This design comes from an exercise in tuning for small area on the open sky130 flow, not from production work. Only simulation tests tie the RTL to the original design; equivalence was not proved. Power is estimated from default activity; no workload was simulated.

==> flow/design.v <==
`timescale 1 ns / 1 ps
module fifo_hold(q, ld_a, ld_b, nd, y);
	input q, ld_a, ld_b, nd;
	output y;
	assign y = ~((~q & ~ld_a) | (ld_b & nd));
endmodule
module fifo_aoi222(a0, s0, a1, s1, a2, s2, y);
	input a0, s0, a1, s1, a2, s2;
	output y;
	assign y = ~((a0 & s0) | (a1 & s1) | (a2 & s2));
endmodule
module fifo_nand5(a, y);
	input [4:0] a;
	output y;
	assign y = ~&a;
endmodule
module fifo(clk,reset,r,w,data_in,out,full,empty,
	cnt_w_next,cnt_w,cnt_r_next,cnt_r);
	input clk,reset,r,w;
	input [7:0] data_in;
	output wire [7:0] out;
	output reg full,empty;
	output wire [3:0] cnt_w_next,cnt_r_next;
	output reg [3:0] cnt_w, cnt_r;
	assign cnt_w_next = cnt_w + {3'b000, w};
	assign cnt_r_next = cnt_r + {3'b000, r};
	always @(posedge clk) begin
		if (reset) begin
			cnt_w <= 4'd0;
			cnt_r <= 4'd0;
			empty <= 1'b1;
			full  <= 1'b0;
		end else begin
			cnt_w <= cnt_w_next;
			cnt_r <= cnt_r_next;
			empty <= ((cnt_r_next == cnt_w) & ~w & r) | (empty & ~w);
			full  <= ((cnt_w_next == cnt_r) & w & ~r) | (full & ~r);
		end
	end
	wire [3:0] wlo, whi;
	assign wlo[0] = w & ~cnt_w[1] & ~cnt_w[0];
	assign wlo[1] = w & ~cnt_w[1] &  cnt_w[0];
	assign wlo[2] = w &  cnt_w[1] & ~cnt_w[0];
	assign wlo[3] = w &  cnt_w[1] &  cnt_w[0];
	assign whi[0] = ~cnt_w[3] & ~cnt_w[2];
	assign whi[1] = ~cnt_w[3] &  cnt_w[2];
	assign whi[2] =  cnt_w[3] & ~cnt_w[2];
	assign whi[3] =  cnt_w[3] &  cnt_w[2];
	wire [7:0] nd = ~(data_in & {8{~reset}});
	wire [14:0] ld;
	reg [119:0] m;
	genvar k, b;
	generate
		for (k = 0; k < 15; k = k + 1) begin : slot
			assign ld[k] = reset | (wlo[k % 4] & whi[k / 4]);
			for (b = 0; b < 8; b = b + 1) begin : bt
				wire y;
				fifo_hold u (.q(m[8*k+b]), .ld_a(ld[k]), .ld_b(ld[k]), .nd(nd[b]), .y(y));
				always @(posedge clk)
					m[8*k+b] <= y;
			end
		end
	endgenerate
	wire [3:0] rlo, rhi;
	assign rlo[0] = ~cnt_r[1] & ~cnt_r[0];
	assign rlo[1] = ~cnt_r[1] &  cnt_r[0];
	assign rlo[2] =  cnt_r[1] & ~cnt_r[0];
	assign rlo[3] =  cnt_r[1] &  cnt_r[0];
	assign rhi[0] = ~cnt_r[3] & ~cnt_r[2];
	assign rhi[1] = ~cnt_r[3] &  cnt_r[2];
	assign rhi[2] =  cnt_r[3] & ~cnt_r[2];
	assign rhi[3] =  cnt_r[3] &  cnt_r[2];
	wire [14:0] sel;
	generate
		for (k = 0; k < 15; k = k + 1) begin : rsel
			if (k == 13)
				assign sel[k] = rhi[3] & cnt_r[0] & (~cnt_r[1] | r);
			else
				assign sel[k] = rlo[k % 4] & rhi[k / 4];
		end
		for (b = 0; b < 8; b = b + 1) begin : rbit
			wire [4:0] t;
			for (k = 0; k < 5; k = k + 1) begin : grp
				fifo_aoi222 u (.a0(m[8*(3*k)+b]), .s0(sel[3*k]),
					.a1(m[8*(3*k+1)+b]), .s1(sel[3*k+1]),
					.a2(m[8*(3*k+2)+b]), .s2(sel[3*k+2]), .y(t[k]));
			end
			fifo_nand5 o (.a(t), .y(out[b]));
		end
	endgenerate
endmodule
clock: 5.0 ns
lec_check: 0
cap_margin: 5
core_margin: 2
core_utilization: 70
place_density: 0.8
slew_margin: 5
synth_hierarchical: 1
standard.sh (not shown) runs the stock make flow with config.mk's settings and CLKGATE_MAP_FILE= SYNTH_SCRIPT=/design/flow/synth_recipe.tcl, a recipe that flattens the netlist after the stock synthesis.
==> flow/flow/run.sh <==
#!/bin/bash
# Own layout flow: the standard flow (standard synthesis unchanged) with
#  - every combinational cell downsized after floorplan (repair re-sizes where needed),
#  - minimum-size buffers on the ports,
#  - a clock tree of small buffers without dummy loads.
set -euo pipefail
here=$(pwd)
export POST_FLOORPLAN_TCL=$here/flow/downsize.tcl
export BUFFER_PORTS_ARGS="-buffer_cell sky130_fd_sc_hd__buf_1"
export CTS_ARGS="-sink_clustering_enable -repair_clock_nets -buf_list sky130_fd_sc_hd__clkbuf_4 -sink_clustering_size 20 -sink_clustering_max_diameter 60 -dont_use_dummy_load"
bash standard.sh > $here/standard_flow.log 2>&1
==> flow/flow/downsize.tcl <==
# Replace every combinational cell by the smallest-area cell of the same
# family (same function, other drive strength); later repair steps size
# cells up again where slew, capacitance or timing need it.
set db [ord::get_db]
set block [ord::get_db_block]
set dont_use {}
if {[info exists ::env(DONT_USE_CELLS)]} { set dont_use $::env(DONT_USE_CELLS) }
set n 0
set saved 0.0
foreach inst [$block getInsts] {
  set m [$inst getMaster]
  set mn [$m getName]
  if {![regexp {^(sky130_fd_sc_hd__[a-z0-9]+)_(\d+)$} $mn -> base sz]} { continue }
  if {[regexp {^sky130_fd_sc_hd__(tap|fill|decap|lpflow|clkdly|dly|conb|probe)} $mn]} { continue }
  set best $m
  set best_area [expr {[$m getWidth] * [$m getHeight]}]
  foreach s {0 1 2 3 4 6 8 12 16} {
    set cn "${base}_$s"
    if {$cn eq $mn || [lsearch -exact $dont_use $cn] >= 0} { continue }
    set c [$db findMaster $cn]
    if {$c eq "NULL" || $c eq ""} { continue }
    set a [expr {[$c getWidth] * [$c getHeight]}]
    if {$a < $best_area} { set best $c; set best_area $a }
  }
  if {$best ne $m} {
    set saved [expr {$saved + ([$m getWidth] * [$m getHeight] - $best_area) / 1e6}]
    replace_cell [$inst getName] [$best getName]
    incr n
  }
}
puts "downsize: replaced $n cells, [format %.1f $saved] um2 less"
==> next run, changes <==
--- a/flow/design.v
+++ b/flow/design.v
@@ -7,8 +7,34 @@
 module fifo_aoi222(a0, s0, a1, s1, a2, s2, y);
 	input a0, s0, a1, s1, a2, s2;
 	output y;
 	assign y = ~((a0 & s0) | (a1 & s1) | (a2 & s2));
+endmodule
+module fifo_load(reset, lo, hi, y);
+	input reset, lo, hi;
+	output y;
+	assign y = (lo & hi) | reset;
+endmodule
+module fifo_ha(a, b, s, c);
+	input a, b;
+	output s, c;
+	assign s = a ^ b;
+	assign c = a & b;
+endmodule
+module fifo_xor2(a, b, y);
+	input a, b;
+	output y;
+	assign y = a ^ b;
+endmodule
+module fifo_inv(a, y);
+	input a;
+	output y;
+	assign y = ~a;
+endmodule
+module fifo_nand2(a, b, y);
+	input a, b;
+	output y;
+	assign y = ~(a & b);
 endmodule
 module fifo_nand5(a, y);
 	input [4:0] a;
 	output y;
@@ -21,10 +47,18 @@
 	output wire [7:0] out;
 	output reg full,empty;
 	output wire [3:0] cnt_w_next,cnt_r_next;
 	output reg [3:0] cnt_w, cnt_r;
-	assign cnt_w_next = cnt_w + {3'b000, w};
-	assign cnt_r_next = cnt_r + {3'b000, r};
+	wire [3:1] wc, rc;
+	fifo_ha hw0 (.a(cnt_w[0]), .b(w),     .s(cnt_w_next[0]), .c(wc[1]));
+	fifo_ha hw1 (.a(cnt_w[1]), .b(wc[1]), .s(cnt_w_next[1]), .c(wc[2]));
+	fifo_ha hw2 (.a(cnt_w[2]), .b(wc[2]), .s(cnt_w_next[2]), .c(wc[3]));
+	fifo_xor2 xw3 (.a(cnt_w[3]), .b(wc[3]), .y(cnt_w_next[3]));
+	fifo_ha hr0 (.a(cnt_r[0]), .b(r),     .s(cnt_r_next[0]), .c(rc[1]));
+	fifo_ha hr1 (.a(cnt_r[1]), .b(rc[1]), .s(cnt_r_next[1]), .c(rc[2]));
+	fifo_ha hr2 (.a(cnt_r[2]), .b(rc[2]), .s(cnt_r_next[2]), .c(rc[3]));
+	fifo_xor2 xr3 (.a(cnt_r[3]), .b(rc[3]), .y(cnt_r_next[3]));
+	wire ptr_eq = (cnt_w_next == cnt_r_next);
 	always @(posedge clk) begin
 		if (reset) begin
 			cnt_w <= 4'd0;
 			cnt_r <= 4'd0;
@@ -32,10 +66,10 @@
 			full  <= 1'b0;
 		end else begin
 			cnt_w <= cnt_w_next;
 			cnt_r <= cnt_r_next;
-			empty <= ((cnt_r_next == cnt_w) & ~w & r) | (empty & ~w);
-			full  <= ((cnt_w_next == cnt_r) & w & ~r) | (full & ~r);
+			empty <= (ptr_eq & ~w & r) | (empty & ~w);
+			full  <= (ptr_eq & w & ~r) | (full & ~r);
 		end
 	end
 	wire [3:0] wlo, whi;
 	assign wlo[0] = w & ~cnt_w[1] & ~cnt_w[0];
@@ -45,15 +79,20 @@
 	assign whi[0] = ~cnt_w[3] & ~cnt_w[2];
 	assign whi[1] = ~cnt_w[3] &  cnt_w[2];
 	assign whi[2] =  cnt_w[3] & ~cnt_w[2];
 	assign whi[3] =  cnt_w[3] &  cnt_w[2];
-	wire [7:0] nd = ~(data_in & {8{~reset}});
+	wire nreset;
+	wire [7:0] nd;
+	fifo_inv ir (.a(reset), .y(nreset));
 	wire [14:0] ld;
 	reg [119:0] m;
 	genvar k, b;
 	generate
+		for (b = 0; b < 8; b = b + 1) begin : din
+			fifo_nand2 n (.a(data_in[b]), .b(nreset), .y(nd[b]));
+		end
 		for (k = 0; k < 15; k = k + 1) begin : slot
-			assign ld[k] = reset | (wlo[k % 4] & whi[k / 4]);
+			fifo_load l (.reset(reset), .lo(wlo[k % 4]), .hi(whi[k / 4]), .y(ld[k]));
 			for (b = 0; b < 8; b = b + 1) begin : bt
 				wire y;
 				fifo_hold u (.q(m[8*k+b]), .ld_a(ld[k]), .ld_b(ld[k]), .nd(nd[b]), .y(y));
 				always @(posedge clk)
After rerunning:
- The new run went through all stages and came out clean
- final area fell by 1.9%
- final cell count fell by 2.3%
- global-route usage barely changes
- critical path depth rose by 1
- total power fell by 0.64%
- via count fell by 1.5%
- utilization fell by 0.57 points
- flip-flop and latch count stays the same
- synthesized cell count fell by 3.9%
- worst setup slack is better by 0.13 ns
- hold slack is worse by 0.0076 ns
- routed wire length fell by 0.44%
- die area fell by 2.3%
- clock power fell by about 1%

[what the ideal ports hide]
Ports are ideal in the flow. The routed layouts listed here were re-timed in OpenROAD. Step 1: set_driving_cell puts a clkbuf_16 on clk and a buf_2 on each other input, an assumption about the parent block. Step 2 also shifts input and output timing later by t, the mid clock arrival at the registers, as if the neighbouring blocks saw the same clock. a / b / c = no drivers / after step 1 / after step 2; a / b = the first two.
run | shift t [ns] | setup WS [ns] | hold WS [ns] | worst register clock-pin slew, ns
the first run | 0.520 | 0.988 / 0.957 / 1.368 | 0.478 / 0.478 / 0.478 | 0.12 / 0.12
the second run | 0.508 | 1.114 / 1.080 / 1.407 | 0.471 / 0.471 / 0.471 | 0.11 / 0.11
After both steps every run listed still meets setup and hold.
